Background: an optimization exercise with open tools, aiming at small area. Do not read the settings as production practice.
In this exercise RTL edits were held to simulation tests only and were not proved equivalent to the original.
The clock cells of this run come from the design's own scripts or RTL, not from TritonCTS.
The clock port is modelled as an ideal driver, which makes a skipped or thinned clock tree look cheaper than it is; a real chip needs a root buffer or a tree.
Power is estimated from default activity; no workload was simulated.

File: flow/flow/abc_remap3.script
strash
&get -n
&fraig -x
&put
scorr
dc2
strash
&get -n
&deepsyn -T 600
&dch -f
&nf -R 1000
&put
File: flow/flow/abc_remap1.script
strash
&get -n
&fraig -x
&put
scorr
dc2
strash
&get -n
&dch -f
&nf -R 1000
&put
File: flow/flow/cts_pre.tcl
# Clock tree of one level: the clock port drives two clock buffers directly,
# and each buffer drives the clock pins of one half of the registers (split at
# the median along the wider side of their spread), from the centre of that
# half. Replaces TritonCTS's tree (a root buffer plus leaf buffers) for this
# small design. Sourced by ORFS's CTS step (PRE_CTS_TCL) before its
# clock_tree_synthesis call, which this redefines.
rename clock_tree_synthesis tritoncts_unused
proc clock_tree_synthesis {args} {
  set db [ord::get_db]
  set block [ord::get_db_block]
  set master [$db findMaster sky130_fd_sc_hd__clkbuf_8]
  set clk [get_clocks]
  set port_name [get_property [lindex [get_property $clk sources] 0] name]
  set net [[$block findBTerm $port_name] getNet]
  set sinks {}
  foreach it [$net getITerms] {
    set loc [[$it getInst] getLocation]
    lappend sinks [list [lindex $loc 0] [lindex $loc 1] $it]
  }
  set n [llength $sinks]
  if { $n < 2 } { error "too few clock sinks" }
  set xs [lsort -integer [lmap s $sinks { lindex $s 0 }]]
  set ys [lsort -integer [lmap s $sinks { lindex $s 1 }]]
  set axis [expr { ([lindex $xs end] - [lindex $xs 0]) >= ([lindex $ys end] - [lindex $ys 0]) ? 0 : 1 }]
  set sorted [lsort -integer -index $axis $sinks]
  set half [expr { $n / 2 }]
  set groups [list [lrange $sorted 0 [expr { $half - 1 }]] [lrange $sorted $half end]]
  $net setSigType CLOCK
  set k 0
  foreach g $groups {
    set buf [odb::dbInst_create $block $master "clkbuf_leaf$k"]
    set out [odb::dbNet_create $block "clk_leaf$k"]
    $out setSigType CLOCK
    set sx 0
    set sy 0
    foreach s $g {
      set it [lindex $s 2]
      $it disconnect
      $it connect $out
      set sx [expr { $sx + [lindex $s 0] }]
      set sy [expr { $sy + [lindex $s 1] }]
    }
    [$buf findITerm A] connect $net
    [$buf findITerm X] connect $out
    $buf setLocation [expr { $sx / [llength $g] }] [expr { $sy / [llength $g] }]
    $buf setPlacementStatus PLACED
    puts "clock buffer clkbuf_leaf$k drives [llength $g] clock pins"
    incr k
  }
  set_propagated_clock [all_clocks]
}
File: flow/standard.sh
#!/bin/bash
# synth_recipe.tcl (not shown) runs the flow's synth.tcl, then flattens the netlist and writes it again
# the make line also repeats each setting of config.mk as NAME=value (left out here)
make -C /OpenROAD-flow-scripts/flow DESIGN_CONFIG=/design/flow/config.mk WORK_HOME=/design/flow/orfs CLKGATE_MAP_FILE= SYNTH_SCRIPT=/design/flow/synth_recipe.tcl "${@:-finish}"
File: flow/flow/abc_remap2.script
strash
ifraig
scorr
dc2
balance
rewrite
refactor
balance
rewrite
rewrite -z
balance
refactor -z
rewrite -z
balance
strash
dch -f
amap
File: flow/constraint.sdc
create_clock -name core_clock -period 15.0 [get_ports {iVGA_CLK}]
set_input_delay 3.0000 -clock core_clock [delete_from_list [all_inputs] [get_ports {iVGA_CLK}]]
set_output_delay 3.0000 -clock core_clock [all_outputs]
set_load 0.01 [all_outputs]
File: flow/flow/pol.py
#!/usr/bin/env python3
"""Inverter clean-up around full adders in a flat Yosys netlist of sky130 cells.

A full adder is self-dual: fa(~a, ~b, ~c) = (~sum, ~cout). Yosys's extract_fa
picks each adder's polarity on its own, and ABC cannot move inverters across
the adder cells, so the mapped netlist keeps inverters in front of and behind
many of them. This pass removes every inverter (except one that drives an
output port), chooses for each full adder whether to use it as is or with all
its pins complemented, and then puts back one inverter for each net whose
complement is still needed, choosing the adder polarities that need the fewest
inverters. Registers and all other cells are kept as they are.

usage: pol.py IN.v OUT.v
"""
import random
import re
import sys

OUT_PINS = {"X", "Y", "Q", "Q_N", "SUM", "COUT", "HI", "LO"}
INV_RE = re.compile(r"^sky130_fd_sc_hd__(clk)?inv(lp)?_\d+$")
FA_RE = re.compile(r"^sky130_fd_sc_hd__fa_\d+$")
INST_RE = re.compile(r"^  (sky130_fd_sc_hd__\w+) (\\\S+ |\S+) \((.*?)\n  \);\n", re.M | re.S)
PIN_RE = re.compile(r"\.(\w+)\(([^()]*)\)")


def esc(v):
    """A net as written in Verilog: an escaped name ends with a space."""
    return v + " " if v.startswith("\\") else v


def main(src, dst):
    text = open(src).read()
    insts = []
    for m in INST_RE.finditer(text):
        pins = [(p, v.strip()) for p, v in PIN_RE.findall(m.group(3))]
        insts.append({"type": m.group(1), "name": m.group(2), "pins": pins,
                      "span": m.span()})
    head = text[: insts[0]["span"][0]]
    tail = text[insts[-1]["span"][1]:]
    between = [text[insts[i]["span"][1]: insts[i + 1]["span"][0]] for i in range(len(insts) - 1)]
    assert all(b.strip() == "" for b in between), "unexpected text between cells"
    assert "assign" not in head + tail, "assign statements are not handled"

    outputs = set()
    for m in re.finditer(r"^\s*output\s+(\[(\d+):(\d+)\]\s+)?(\S+);", head, re.M):
        if m.group(1):
            hi, lo = int(m.group(2)), int(m.group(3))
            for i in range(min(hi, lo), max(hi, lo) + 1):
                outputs.add(f"{m.group(4)}[{i}]")
        else:
            outputs.add(m.group(4))

    driver = {}
    for k, c in enumerate(insts):
        for p, v in c["pins"]:
            if p in OUT_PINS:
                assert v not in driver, f"net {v} has two drivers"
                driver[v] = (k, p)

    def is_net(v):
        return not re.match(r"^\d+'[bh]", v) and v != ""

    # inverters that stay: those driving an output port
    inv = [k for k, c in enumerate(insts) if INV_RE.match(c["type"])]
    removable = set()
    for k in inv:
        y = dict(insts[k]["pins"])["Y"]
        if y not in outputs:
            removable.add(k)

    memo = {}

    def resolve(v):
        """(base net, polarity) of net v, looking through removable inverters."""
        if v in memo:
            return memo[v]
        d = driver.get(v)
        if d is not None and d[0] in removable:
            b, pol = resolve(dict(insts[d[0]]["pins"])["A"])
            r = (b, pol ^ 1)
        else:
            r = (v, 0)
        memo[v] = r
        return r

    fas = [k for k, c in enumerate(insts) if FA_RE.match(c["type"])]
    fa_index = {k: i for i, k in enumerate(fas)}
    # consumers: (inst, pin, base, pol)
    cons = []
    for k, c in enumerate(insts):
        if k in removable:
            continue
        for p, v in c["pins"]:
            if p in OUT_PINS or not is_net(v):
                continue
            b, pol = resolve(v)
            cons.append((k, p, b, pol))
    # output ports read their net directly
    port_need = []
    for o in outputs:
        b, pol = resolve(o)
        assert b == o and pol == 0
        port_need.append(o)

    # base nets driven by a full adder, and which adder
    base_fa = {}
    for b in {c[2] for c in cons} | set(port_need):
        d = driver.get(b)
        if d is not None and d[0] in fa_index:
            base_fa[b] = fa_index[d[0]]
    fixed = {base_fa[o] for o in port_need if o in base_fa}

    by_base = {}
    for i, (k, p, b, pol) in enumerate(cons):
        by_base.setdefault(b, []).append(i)

    def need(i, x):
        k, p, b, pol = cons[i]
        n = pol
        if k in fa_index:
            n ^= x[fa_index[k]]
        if b in base_fa:
            n ^= x[base_fa[b]]
        return n

    def cost_base(b, x):
        return 1 if any(need(i, x) for i in by_base[b]) else 0

    bases_of_fa = [set() for _ in fas]
    for b, idx in by_base.items():
        for i in idx:
            k = cons[i][0]
            if k in fa_index:
                bases_of_fa[fa_index[k]].add(b)
        if b in base_fa:
            bases_of_fa[base_fa[b]].add(b)

    def total(x):
        return sum(cost_base(b, x) for b in by_base)

    x = [0] * len(fas)
    best = total(x)
    best_x = list(x)
    start = best
    rng = random.Random(1)
    free = [i for i in range(len(fas)) if i not in fixed]
    cur = best
    temp = 1.0
    for it in range(20000):
        if not free:
            break
        i = rng.choice(free)
        bs = bases_of_fa[i]
        before = sum(cost_base(b, x) for b in bs)
        x[i] ^= 1
        after = sum(cost_base(b, x) for b in bs)
        delta = after - before
        if delta <= 0 or rng.random() < pow(2.718, -delta / temp):
            cur += delta
            if cur < best:
                best, best_x = cur, list(x)
        else:
            x[i] ^= 1
        temp = max(0.05, 1.0 - it / 15000)
    x = best_x
    assert total(x) == best

    # rewrite
    inv_net = {}
    new_cells = []
    for b in sorted(by_base):
        if cost_base(b, x):
            n = len(inv_net)
            inv_net[b] = f"_polinv{n}_"
            new_cells.append(f"  sky130_fd_sc_hd__clkinv_1 _polinvc{n}_ (\n    .A({esc(b)}),\n    .Y(_polinv{n}_)\n  );\n")
    newpin = {}
    for i, (k, p, b, pol) in enumerate(cons):
        newpin[(k, p)] = inv_net[b] if need(i, x) else b
    out = [head.rstrip("\n") + "\n"]
    for n in range(len(inv_net)):
        out.append(f"  wire _polinv{n}_;\n")
    for k, c in enumerate(insts):
        if k in removable:
            continue
        pins = []
        for p, v in c["pins"]:
            pins.append(f"    .{p}({esc(newpin.get((k, p), v))})")
        out.append(f"  {c['type']} {c['name']} (\n" + ",\n".join(pins) + "\n  );\n")
    out.extend(new_cells)
    out.append(tail.lstrip("\n") if tail.startswith("\n") else tail)
    open(dst, "w").write("".join(out))
    flipped = sum(x)
    sys.stderr.write(f"pol.py: {len(inv)} inverters before, {len(inv) - len(removable) + len(inv_net)} after;"
                     f" {flipped} of {len(fas)} full adders complemented (cost {start} -> {best})\n")


if __name__ == "__main__":
    main(sys.argv[1], sys.argv[2])
File: flow/config.mk
export PLATFORM = sky130hd
export DESIGN_NAME = enduro_video
export DESIGN_NICKNAME = enduro_video
export VERILOG_FILES = /design/flow/design.v
export SDC_FILE = /design/flow/constraint.sdc
export NUM_CORES = 4
export LEC_CHECK = 0
export CAP_MARGIN = 20
export CORE_MARGIN = 2
export CORE_UTILIZATION = 60
export SLEW_MARGIN = 20
File: flow/flow/remap.ys
# Maps again all the logic between the full adders and the registers of the
# netlist IN (the half adders and inverters included), with the full adders'
# polarities that pol.py chose. Run by run.sh with the paths filled in.
read_liberty -ignore_miss_func @LIB@
blackbox sky130_fd_sc_hd__fa_* sky130_fd_sc_hd__df* sky130_fd_sc_hd__edf* sky130_fd_sc_hd__sdf*
read_verilog @IN@
hierarchy -top enduro_video
flatten
opt_clean
abc -script @SCRIPT@ -liberty @LIB@ @DONTUSE@
opt_clean -purge
splitnets
hilomap -singleton -hicell sky130_fd_sc_hd__conb_1 HI -locell sky130_fd_sc_hd__conb_1 LO
insbuf -buf sky130_fd_sc_hd__buf_4 A X
opt_clean -purge
tee -o @STAT@ stat -liberty @LIB@
write_verilog -noattr -nohex -nodec @OUT@
File: flow/flow/area.py
#!/usr/bin/env python3
"""Prints the total cell area of a flat netlist (cells read from a liberty file).
usage: area.py LIB NETLIST"""
import re
import sys
lib = open(sys.argv[1]).read()
area = {m.group(1): float(m.group(2)) for m in
        re.finditer(r'cell \("?(\w+)"?\)\s*\{.*?area : ([\d.]+)', lib, re.S)}
net = open(sys.argv[2]).read()
print(sum(area[c] for c in re.findall(r'^\s*(sky130_\w+)\s', net, re.M)))
File: flow/flow/run.sh
#!/bin/bash
# Own layout flow: the standard flow (standard.sh) with these changes:
#  - synthesis maps the logic with the area-oriented ABC script flow/abc.script
#    (which restructures the logic with &deepsyn for two minutes before mapping)
#    (everything else in ORFS's synthesis, and the standard flow's wrapper around it, is unchanged,
#    so the registers keep the standard synthesis's names and cell types);
#  - after synthesis, flow/pol.py removes inverters around the full adders by
#    using some adders with all their pins complemented (a full adder is
#    self-dual), then flow/remap.ys maps all the logic between the full adders
#    and the registers again with ABC, half adders and inverters included, once
#    with each of flow/abc_remap[123].script (the third runs &deepsyn for ten
#    minutes); flow/pol_eq.ys proves each
#    netlist equivalent to the synthesised one, and the flow keeps the smallest
#    one so proven;
#  - the port buffers that global placement inserts are sky130_fd_sc_hd__buf_1;
#  - the clock tree is one level of two sky130_fd_sc_hd__clkbuf_8, each driving
#    half of the registers' clock pins, fed directly by the clock port
#    (flow/cts_pre.tcl, run by ORFS's CTS step before its clock_tree_synthesis
#    call, which it replaces).
# Each tool's output goes to a log file here; ORFS's own logs are under orfs/logs.
set -euo pipefail
W=$PWD
# ORFS's synth.tcl, with its abc call given our script
sed 's|^\( *\)log_cmd abc {\*}$abc_args|\1set abc_args [lreplace $abc_args 1 1 '"$W"'/flow/abc.script]\n\1log_cmd abc {*}$abc_args|' \
  "$FLOW_HOME/scripts/synth.tcl" > "$W/own_synth.tcl"
grep -q "flow/abc.script" "$W/own_synth.tcl"
sed "s|\$::env(SCRIPTS_DIR)/synth.tcl|$W/own_synth.tcl|" synth_recipe.tcl > own_synth_recipe.tcl
grep -q "own_synth.tcl" own_synth_recipe.tcl
sed "s|SYNTH_SCRIPT=[^ ]*|SYNTH_SCRIPT=$W/own_synth_recipe.tcl|" standard.sh > own_standard.sh
grep -q "own_synth_recipe.tcl" own_standard.sh
export BUFFER_PORTS_ARGS="-buffer_cell sky130_fd_sc_hd__buf_1"
export PRE_CTS_TCL="$W/flow/cts_pre.tcl"
bash own_standard.sh synth > synth.log 2>&1
RES="$W/orfs/results/$FLOW_PLATFORM/enduro_video/base"
LIB="$FLOW_HOME/platforms/$FLOW_PLATFORM/lib/sky130_fd_sc_hd__tt_025C_1v80.lib"
YOSYS=$(command -v yosys || echo "$FLOW_HOME/../tools/install/yosys/bin/yosys")
cp "$RES/1_2_yosys.v" "$W/netlist_abc.v"
# prove a netlist equivalent to the synthesised one: prove NETLIST LOG
prove() {
  sed -e "s|@LIB@|$LIB|" -e "s|@GOLD@|$W/netlist_abc.v|" -e "s|@GATE@|$1|" flow/pol_eq.ys > "$2.ys"
  "$YOSYS" -q -l "$2.log" "$2.ys" > "$2.out" 2>&1
}
use=""
if python3 "$W/flow/pol.py" "$W/netlist_abc.v" "$W/netlist_pol.v" > pol.log 2>&1; then
  if prove "$W/netlist_pol.v" pol_eq; then
    use="$W/netlist_pol.v"
    DONTUSE=$(grep -o '^abc -script .*' "$W/orfs/logs/$FLOW_PLATFORM/enduro_video/base/1_2_yosys.log" | head -1 \
              | grep -o -- '-dont_use [^ ]*' | tr '\n' ' ' || true)
    best=$(python3 flow/area.py "$LIB" "$W/netlist_pol.v")
    echo "cell area after pol.py: $best" >> pol.log
    for k in 1 2 3; do
      sed -e "s|@LIB@|$LIB|g" -e "s|@IN@|$W/netlist_pol.v|" -e "s|@OUT@|$W/netlist_remap$k.v|" \
          -e "s|@SCRIPT@|$W/flow/abc_remap$k.script|" -e "s|@DONTUSE@|$DONTUSE|" \
          -e "s|@STAT@|$W/remap${k}_stat.txt|" flow/remap.ys > remap$k.ys
      if "$YOSYS" -q -l remap$k.log remap$k.ys > remap$k.out 2>&1 && prove "$W/netlist_remap$k.v" remap${k}_eq; then
        a=$(python3 flow/area.py "$LIB" "$W/netlist_remap$k.v")
        echo "cell area after remap.ys with abc_remap$k.script: $a" >> pol.log
        if python3 -c "import sys; sys.exit(0 if $a < $best else 1)"; then
          best=$a
          use="$W/netlist_remap$k.v"
        fi
      fi
    done
  fi
fi
if [[ -n "$use" ]]; then
  cp "$use" "$RES/1_2_yosys.v"
  echo "netlist used: $use" >> pol.log
else
  echo "netlist used: the synthesised one" >> pol.log
fi
bash own_standard.sh > layout.log 2>&1
File: flow/flow/abc.script
strash
&get -n
&fraig -x
&put
scorr
dc2
strash
&get -n
&deepsyn -T 120
&dch -f
&nf -R 1000
&put
File: flow/flow/pol_eq.ys
# Proves the netlist pol.py wrote (GATE) equivalent to the one synthesis wrote
# (GOLD): the same registers, and the same function at every register input and
# output port. Run by run.sh with the paths filled in.
read_liberty -ignore_miss_func @LIB@
read_verilog @GOLD@
rename enduro_video gold
read_verilog @GATE@
rename enduro_video gate
hierarchy -check
flatten gold gate
proc
opt_clean
async2sync
rename -hide gold/w:_* gate/w:_*
equiv_make gold gate eq
hierarchy -top eq
equiv_simple -seq 2
equiv_induct
equiv_status -assert
File: flow/design.v
module enduro_video(iRST_n,
                    iVGA_CLK,
                    show_cars,
                    car_user_x,
                    car2_x,
                    car2_y,
                    car3_x,
                    car3_y,
                    oBLANK_n,
                    oHS,
                    oVS,
                    b_data,
                    g_data,
                    r_data);
input iRST_n;
input iVGA_CLK;
input show_cars;
input [9:0] car_user_x;
input [9:0] car2_x;
input [9:0] car2_y;
input [9:0] car3_x;
input [9:0] car3_y;
output oBLANK_n;
output reg oHS;
output reg oVS;
output [7:0] b_data;
output [7:0] g_data;
output [7:0] r_data;
function [9:0] dec10(input [9:0] a, input bin);
  integer i;
  reg b;
  begin
    b = bin;
    for (i = 0; i < 10; i = i + 1) begin
      dec10[i] = a[i] ^ b;
      b = b & ~a[i];
    end
  end
endfunction
reg [9:0] XN;
reg [9:0] YN;
wire x_wrap = (~XN[0] & ~XN[1] & ~XN[2] & ~XN[3] & ~XN[4] & ~XN[8] & ~XN[9]);      
wire x_h0 = (~XN[0] & ~XN[1] & ~XN[2] & ~XN[3] & XN[4] & XN[5] & XN[6] & ~XN[7] & ~XN[9]);          
wire x_eol = (XN[0] & ~XN[1] & ~XN[2] & ~XN[3] & XN[4] & XN[5] & XN[6] & ~XN[7] & ~XN[9]);        
wire x_hs = (~XN[4] & ~XN[5] & ~XN[6]) | (XN[4] & XN[5] & XN[6]) | (XN[7]) | (XN[9]);          
wire x_blank = (~XN[8] & XN[9]) | (~XN[7] & XN[9]) | (~XN[5] & XN[7]) | (~XN[6] & XN[7]) | (~XN[1] & XN[7] & XN[8]) | (~XN[4] & XN[7] & XN[8]) | (~XN[0] & XN[7] & XN[8]) | (XN[7] & XN[8] & ~XN[9]) | (~XN[3] & XN[9]) | (~XN[2] & XN[9]) | (XN[0] & XN[1] & XN[2] & XN[3] & XN[4] & XN[5] & XN[6] & ~XN[7]);    
wire y_wrap = (~YN[2] & ~YN[3] & ~YN[9]);      
wire y_vs = (~YN[4]) | (YN[3]) | (YN[5]) | (YN[6]) | (YN[7]) | (YN[8]) | (YN[0] & ~YN[1]) | (YN[1] & YN[2]) | (~YN[0] & ~YN[2]);          
wire y_blank = (YN[8] & YN[9]) | (YN[7] & ~YN[8]) | (YN[6] & ~YN[8]) | (YN[5] & ~YN[8]);    
always @(posedge iVGA_CLK, negedge iRST_n)
  if (!iRST_n) begin
    XN <= ~10'd655;
    YN <= ~10'd491;
  end else begin
    XN <= dec10(XN, 1'b1) | {10{x_wrap}};
    YN <= dec10(YN, x_eol) | {10{x_eol & y_wrap}};
  end
always @(posedge iVGA_CLK, negedge iRST_n)
  if (!iRST_n) begin
    oHS <= 1'b0;
    oVS <= 1'b0;
  end else begin
    oHS <= x_h0 ? oHS : x_hs;
    oVS <= x_h0 ? oVS : y_vs;
  end
assign oBLANK_n = x_blank & y_blank;
reg [2:0] r5;
reg band;
wire r_step = x_eol & ~YN[0];           
wire r_wrap = r_step & r5[2];           
wire r_clr = r_wrap | (x_eol & y_wrap);
reg [2:0] rinc;
reg rc;
integer k;
always @(*) begin
  rc = r_step;
  for (k = 0; k < 3; k = k + 1) begin
    rinc[k] = r5[k] ^ rc;
    rc = rc & r5[k];
  end
end
always @(posedge iVGA_CLK) begin
  r5 <= rinc & {3{~r_clr}};
  band <= (band ^ r_wrap) & ~(x_eol & y_wrap);
end
wire [2:0] code;
enduro_color color (.XN(XN), .YN(YN[8:0]), .band(band), .show_cars(show_cars),
                    .car_user_x(car_user_x), .car2_x(car2_x), .car2_y(car2_y),
                    .car3_x(car3_x), .car3_y(car3_y), .code(code));
reg [2:0] c;
always @(posedge iVGA_CLK)
  c <= code;
wire r_hi = (~c[1] & c[2]) | (~c[0] & c[2]);    
wire r_lo = (~c[0] & c[2]) | (c[0] & ~c[1]);    
wire g7 = (~c[0] & c[1]);
wire g6 = (c[0]) | (c[1]);        
wire g5 = (c[1]);        
wire g4 = (c[0] & ~c[2]) | (c[1]);        
wire g2 = (c[0] & ~c[1]) | (~c[0] & c[1]);
assign r_data = {r_hi, r_lo, r_hi, r_lo, r_hi, r_lo, r_hi, r_lo};
assign g_data = {g7, g6, g5, g4, g5, g2, g5, g6};
assign b_data = {g5, g4, g5, g4, g5, g4, g5, g4};
endmodule
module enduro_color(
    input [9:0] XN,
    input [8:0] YN,
    input band,
    input show_cars,
    input [9:0] car_user_x,
    input [9:0] car2_x,
    input [9:0] car2_y,
    input [9:0] car3_x,
    input [9:0] car3_y,
    output reg [2:0] code);
localparam BLK = 3'd0, GRY = 3'd1, BLU = 3'd7, CYN = 3'd2, RED = 3'd4, ORG = 3'd5, WHT = 3'd6;
function [10:0] add10(input [9:0] a, input [9:0] b);
  integer i;
  reg c;
  begin
    c = 1'b1;
    for (i = 0; i < 10; i = i + 1) begin
      add10[i] = ~(~a[i] ^ ~b[i] ^ c);
      c = (~a[i] & ~b[i]) | (c & (~a[i] ^ ~b[i]));
    end
    add10[10] = ~c;
  end
endfunction
wire t_grass = (~XN[4] & ~XN[9]) | (XN[3] & XN[7] & XN[8] & XN[9]) | (~XN[3] & XN[4] & XN[7] & XN[8]) | (~XN[6] & ~XN[9]) | (~XN[4] & XN[5] & XN[7] & XN[8]) | (~XN[5] & XN[6] & XN[7] & XN[8]);    
wire t_kerb = (~XN[3] & ~XN[4] & ~XN[5] & ~XN[6] & XN[7] & XN[8] & XN[9]) | (XN[3] & XN[4] & XN[5] & XN[6] & ~XN[9]);      
wire t_lane = (~XN[0] & ~XN[1] & ~XN[2] & ~XN[3] & ~XN[4] & XN[5] & ~XN[6] & ~XN[7] & XN[8]) | (XN[0] & ~XN[1] & ~XN[2] & ~XN[3] & ~XN[4] & XN[5] & XN[6] & ~XN[7] & ~XN[8]) | (~XN[0] & ~XN[1] & ~XN[2] & ~XN[3] & ~XN[4] & ~XN[5] & XN[6] & XN[7] & ~XN[8]);      
wire [2:0] track = t_grass ? CYN : t_kerb ? (band ? RED : WHT) : t_lane ? WHT : BLK;
function [1:0] sprite(input [4:0] dx, input [5:0] dy);
  reg rA, rB, rC, rD, rE, rG, rK, cA, cB, cC, cD, cE, cS;
  begin
    rA = (~dy[1] & ~dy[2] & ~dy[3] & ~dy[4] & ~dy[5]);    
    rB = (~dy[1] & ~dy[2] & dy[3] & ~dy[4]) | (dy[0] & dy[1] & dy[2] & ~dy[3] & ~dy[4]) | (~dy[0] & ~dy[2] & dy[3] & ~dy[4]);    
    rC = (dy[0] & dy[1] & ~dy[2] & dy[3] & dy[4]) | (~dy[1] & dy[2] & dy[3] & dy[4]);    
    rD = (dy[0] & dy[2] & dy[3] & ~dy[4]) | (dy[1] & dy[2] & dy[3] & ~dy[4]) | (~dy[3] & dy[4]);    
    rE = (dy[2] & dy[3] & ~dy[4]) | (~dy[3] & dy[4]) | (~dy[0] & ~dy[1] & ~dy[2] & dy[4]);    
    rG = (~dy[0] & ~dy[1] & dy[5]) | (dy[0] & dy[1] & ~dy[2] & ~dy[3] & ~dy[4] & ~dy[5]) | (~dy[1] & dy[2] & ~dy[3] & ~dy[4]) | (~dy[0] & dy[2] & ~dy[3] & ~dy[4]) | (dy[0] & dy[2] & dy[3] & dy[4]) | (dy[1] & dy[2] & dy[3] & dy[4]);    
    rK = (~dy[0] & ~dy[1] & ~dy[2] & ~dy[3] & ~dy[4] & ~dy[5]) | (dy[0] & dy[1] & dy[5]);    
    cA = (dx[0] & dx[1] & ~dx[2] & ~dx[3]) | (dx[1] & ~dx[2] & dx[4]) | (~dx[0] & ~dx[1] & dx[2] & ~dx[3] & ~dx[4]);    
    cB = (dx[0] & dx[2] & ~dx[4]) | (dx[1] & dx[2] & ~dx[4]) | (dx[3]) | (~dx[1] & ~dx[2] & dx[4]);    
    cC = (dx[1] & dx[2] & ~dx[4]) | (dx[3]) | (~dx[0] & ~dx[1] & ~dx[2] & dx[4]);    
    cD = (~dx[0] & dx[1] & ~dx[2] & ~dx[3] & ~dx[4]) | (~dx[0] & ~dx[1] & dx[2] & dx[4]);    
    cE = (dx[0] & dx[1] & ~dx[2] & ~dx[3]);    
    cS = (~dx[0] & ~dx[1] & ~dx[2] & ~dx[3] & ~dx[4]) | (dx[1] & dx[2] & dx[4]);    
    if ((rA & cA) | (rB & cB) | (rC & cC) | (rD & cD) | (rE & cE))
      sprite = 2'd1;           
    else if (cS & rG)
      sprite = 2'd2;           
    else if (cS & rK)
      sprite = 2'd3;           
    else
      sprite = 2'd0;           
  end
endfunction
wire [10:0] s1 = add10(XN, car_user_x);
wire [10:0] s2 = add10(XN, car2_x);
wire [10:0] s3 = add10(XN, car3_x);
wire [10:0] t2 = add10({1'b0, YN}, car2_y);
wire [10:0] t3 = add10({1'b0, YN}, car3_y);
wire inx1 = ~s1[10] & (&s1[9:5]) & (s1[4] | (s1[3] & (|s1[2:0])));
wire inx2 = ~s2[10] & (&s2[9:5]) & (s2[4] | (s2[3] & (|s2[2:0])));
wire inx3 = ~s3[10] & (&s3[9:5]) & (s3[4] | (s3[3] & (|s3[2:0])));
wire mx1 = (s1 == 11'd1024) | (s1[9:0] == 10'd1000);
wire mx2 = (s2 == 11'd1024) | (s2[9:0] == 10'd1000);
wire mx3 = (s3 == 11'd1024) | (s3[9:0] == 10'd1000);
wire iny2 = (t2[10:6] == 5'b00111) & (t2[5] | (&t2[4:2]));
wire iny3 = (t3[10:6] == 5'b00111) & (t3[5] | (&t3[4:2]));
wire my2 = t2 == 11'd503;
wire my3 = t3 == 11'd503;
wire iny1 = (~YN[6] & ~YN[7] & ~YN[8]) | (~YN[2] & ~YN[3] & ~YN[4] & ~YN[5] & ~YN[7] & ~YN[8]);
wire my1 = (YN[0] & YN[1] & ~YN[2] & YN[3] & YN[4] & ~YN[6] & ~YN[7] & ~YN[8]);
wire [5:0] dy1 = {(~YN[2] & ~YN[3] & ~YN[4] & YN[5]), (YN[2] & ~YN[4]) | (YN[3] & ~YN[4]) | (~YN[2] & ~YN[3] & YN[4]), (YN[2] & ~YN[3]) | (~YN[2] & YN[3]), (YN[2]), (~YN[1]), (~YN[0])};
wire hit1 = inx1 & iny1;
wire m1 = mx1 & my1;
wire hit2 = inx2 & iny2 & (car2_y != 10'd0);
wire m2 = mx2 & my2;
wire hit3 = inx3 & iny3;
wire m3 = mx3 & my3;
wire sel2 = ~hit1 & hit2;
wire sel3 = ~hit1 & ~hit2;
wire [4:0] dxs = ({5{hit1}} & ~s1[4:0]) | ({5{sel2}} & ~s2[4:0]) | ({5{sel3}} & ~s3[4:0]);
wire [5:0] dys = ({6{hit1}} & dy1) | ({6{sel2}} & ~t2[5:0]) | ({6{sel3}} & ~t3[5:0]);
wire [1:0] cls = sprite(dxs, dys);
wire [2:0] body = hit1 | m1 ? BLU : ORG;
wire [2:0] scl = (cls == 2'd1) ? WHT : (cls == 2'd2) ? GRY : (cls == 2'd3) ? BLK : body;
always @(*) begin
  if (!show_cars) code = track;
  else if (hit1) code = scl;
  else if (m1) code = BLU;
  else if (hit2 | (~m2 & hit3)) code = scl;
  else if (m2 | m3) code = ORG;
  else code = track;
end
endmodule
==> results by group <==
Power and ir drop
  • VDD IR-drop max: 0.0557 mV
  • Sequential fraction of design power: 50.9%
  • Sw frac: 29.9%
  • Logic pwr share: 26.0%
  • Sw power: 0.0458 mW
  • Pwr Density: 45.2 nW/um2
  • Static leakage: 1.24 nW
  • Clock share of power: 23.1%
  • Internal cell power: 0.107 mW

Cells and area
  • Layout cells sized above 1: 2.47%
  • Layout Nets: 503
  • Area Overhead vs Synth: 9.15%
  • Layout Utilization: 67.2%
  • Final non-filler cell total: 475
  • Antenna cells: 0
  • FILL cells: 457

Critical path
  • Critical Path Fanout Max: 10
  • Critical Path Source: car2_x[0]
  • Critical Path RT: 15.02 ns
  • Reg2reg end: c[1]$_DFF_P_
  • Top cell by count, worst path: fa_1
  • CP max stage cell: o21ai_0
  • Crit end category: flop
  • Worst EP arrival: 10.57 ns
  • Largest stage delay, worst path: 0.53 ns
  • Worst setup SP type: input pin
  • Critical path class: in2reg
  • Worst reg2reg path depth: 28
  • R2R Setup Slk: 6.80 ns
  • RR Startpoint: XN[0]$_DFF_PN0_
  • Crit path to: c[1]$_DFF_P_

Route
  • Vias: 2861
  • Drt initial violations: 146
  • DR WL/cell: 16.6 um
  • DRT Wirelength: 7.89 mm
  • Antenna viol nets, final: 0
  • Detailed Routing Iterations Pass 1: 4
  • Vias per cell: 6.02
  • Drc violations: 0

Floorplan
  • Io pins: 80
  • Die area: 5770 um2
  • Die span in x: 75.9 um
  • Starting density of the core: 61.6%
  • Die Y: 75.9 um
  • Core area: 5040 um2
  • Num rows: 26

STA
  • # setup viols final: 0
  • Minimum clock period after layout: 10.55 ns
  • Final worst path period share: 70.4%
  • Worst-Margin Slew: 0.727 ns
  • Setup repair after global routing missed its margin: no
  • Setup TNS: 0 ns
  • Worst Clk Skew: 0.0104 ns
  • Slew Limit Fails: 0
  • Max-slew headroom at the worst pin: 51.4%
  • Fmax achieved: 94.8 MHz
  • Worst Slack Setup Final: 4.45 ns
  • Final hold viol count: 0

Logic synthesis
  • Mapped Avg Cell Area: 9.11 um2
  • Post-synth net total: 437
  • Cells after synthesis: 341
  • Post-synthesis cell area: 3110 um2
  • Warnings from Yosys: 2

Status
  • Status: complete, no violations

Run
  • Max cap viols: 0

Global route
  • Initial antenna violation count: 0
  • Total GRT Usage: 27.8%
  • First-pass GRT wire length: 13.1 mm
  • Global route total overflow: 0
  • Vias in the first global route: 2784
  • Pin count of the biggest net entering global routing: 23

Place
  • PortBufs: 79
  • Placed cells: 473
  • Gpl congestion: 0.977
  • Pre-CTS setup slack: 4.29 ns
  • Post-DP HPWL: 6.43 mm

Min path
  • Hold_sp: YN[9]$_DFF_PN1_
  • Min-delay worst type: reg2reg
  • Hold Path Stages: 2

Clock network
  • Post-CTS setup buffers: 0
  • Worst-path clk slew: 0.11 ns
  • CTS resizes: 0
  • Latest clock arrival within the worst-skew pair: 0.16 ns
  • CTS hold repair buffers: 0
==> worst min path at each step <==
stage / to / slack, ns
6_report: YN[9]$_DFF_PN1_ / 0.47
4_1_cts: YN[9]$_DFF_PN1_ / 0.47
5_1_grt: YN[9]$_DFF_PN1_ / 0.51
3_5_place_dp: YN[9]$_DFF_PN1_ / 0.46
2_1_floorplan: YN[9]$_DFF_PN1_ / 0.44
3_3_place_gp: YN[9]$_DFF_PN1_ / 0.45
==> per-layer routing <==
| layer | part of all wire, % | vias to the layer above | global-route usage [%] |
|---|---|---|---|
| li1 | - | 1348 | - |
| met1 | 44 | 1390 | 39.4 |
| met2 | 47 | 102 | 45.6 |
| met3 | 5.8 | 21 | 3.10 |
| met4 | 3.3 | 0 | 8.36 |
| met5 | 0 | - | 0 |
==> power groups by stage <==
stage                     clock network, mW  logic [mW]  registers, mW
after global routing                 0.0384      0.0449         0.0780
after global placement                    0      0.0386         0.0795
final                                0.0353      0.0398         0.0780
after CTS                            0.0349      0.0394         0.0780
after detailed placement                  0      0.0392         0.0795
after floorplan                           0      0.0232         0.0795
==> sequential cells by signal (all words and copies together) (netlist names) <==
| signal | flops |
|---|---|
| band | 1 |
| oVS | 1 |
| oHS | 1 |
| r5 | 3 |
| c | 3 |
| XN | 10 |
| YN | 10 |
==> placed cells by master, fill, tap and decap left out, types with 8 or more instances in the layout <==
cell type / count
nand2_1: 32
o21ai_0: 19
fa_1: 43
and2_0: 8
a21oi_1: 15
a31oi_1: 11
nor2_1: 36
buf_1: 79
dfrtp_1: 15
nor3_1: 10
nand3_1: 15
clkinv_1: 14
==> final cells by class <==
| type | instances | area, um2 | share of cell area, % |
|---|---|---|---|
| multi-input combinational | 280 | 2220 | 65.4 |
| sequential | 29 | 699 | 20.6 |
| timing repair buffer | 80 | 304 | 8.97 |
| tap | 70 | 87.6 | 2.58 |
| inverter | 14 | 52.6 | 1.55 |
| buffer | 2 | 27.5 | 0.812 |
==> stage by stage <==
| step | total power [mW] | hold slack, ns | cell area, um2 |
|---|---|---|---|
| 2_1_floorplan | 0.103 | 0.437 | 3110 |
| 3_3_place_gp | 0.118 | 0.449 | 3360 |
| 3_5_place_dp | 0.119 | 0.459 | 3360 |
| 4_1_cts | 0.152 | 0.473 | 3390 |
| 5_1_grt | 0.161 | 0.505 | 3390 |
| 6_report | 0.153 | 0.474 | 3390 |
==> worst max-delay path: cells and delay by family <==
kind            cells  cell delay (ns)
simple gates       13             2.67
buf+inv             1             0.09
compound gates      6             1.21
fa+ha+maj           9             3.59

==> re-timing with driven ports <==
No port has a modelled driver above. Below, the same layout with a new extraction and two added sets of constraints. Step 1 (the two cells are an assumption about what drives the block):
set clk [get_ports {iVGA_CLK}]
set_driving_cell -lib_cell sky130_fd_sc_hd__clkbuf_16 $clk
set_driving_cell -lib_cell sky130_fd_sc_hd__buf_2 [delete_from_list [all_inputs] $clk]
Step 2 moves the port delays by t, midway between the first and last clock arrival at a register: inputs arrive t later, outputs are due t later. That takes back most of the time a late clock gives input paths. Three values: ideal, step 1, step 2; two values: the first two.
shift t [ns]: 0.195
setup slack, ns: 4.446 / 4.463 / 4.268
clock arrival spread, ns: 0.010 / 0.010
slew at the worst register clock pin (ns): 0.11 / 0.11
worst data-port slew with drivers (ns): 0.04
After both steps this run still meets setup and hold. For this run, drivers alone change the setup slack by +0.017 ns; drivers and shift together by -0.178 ns.
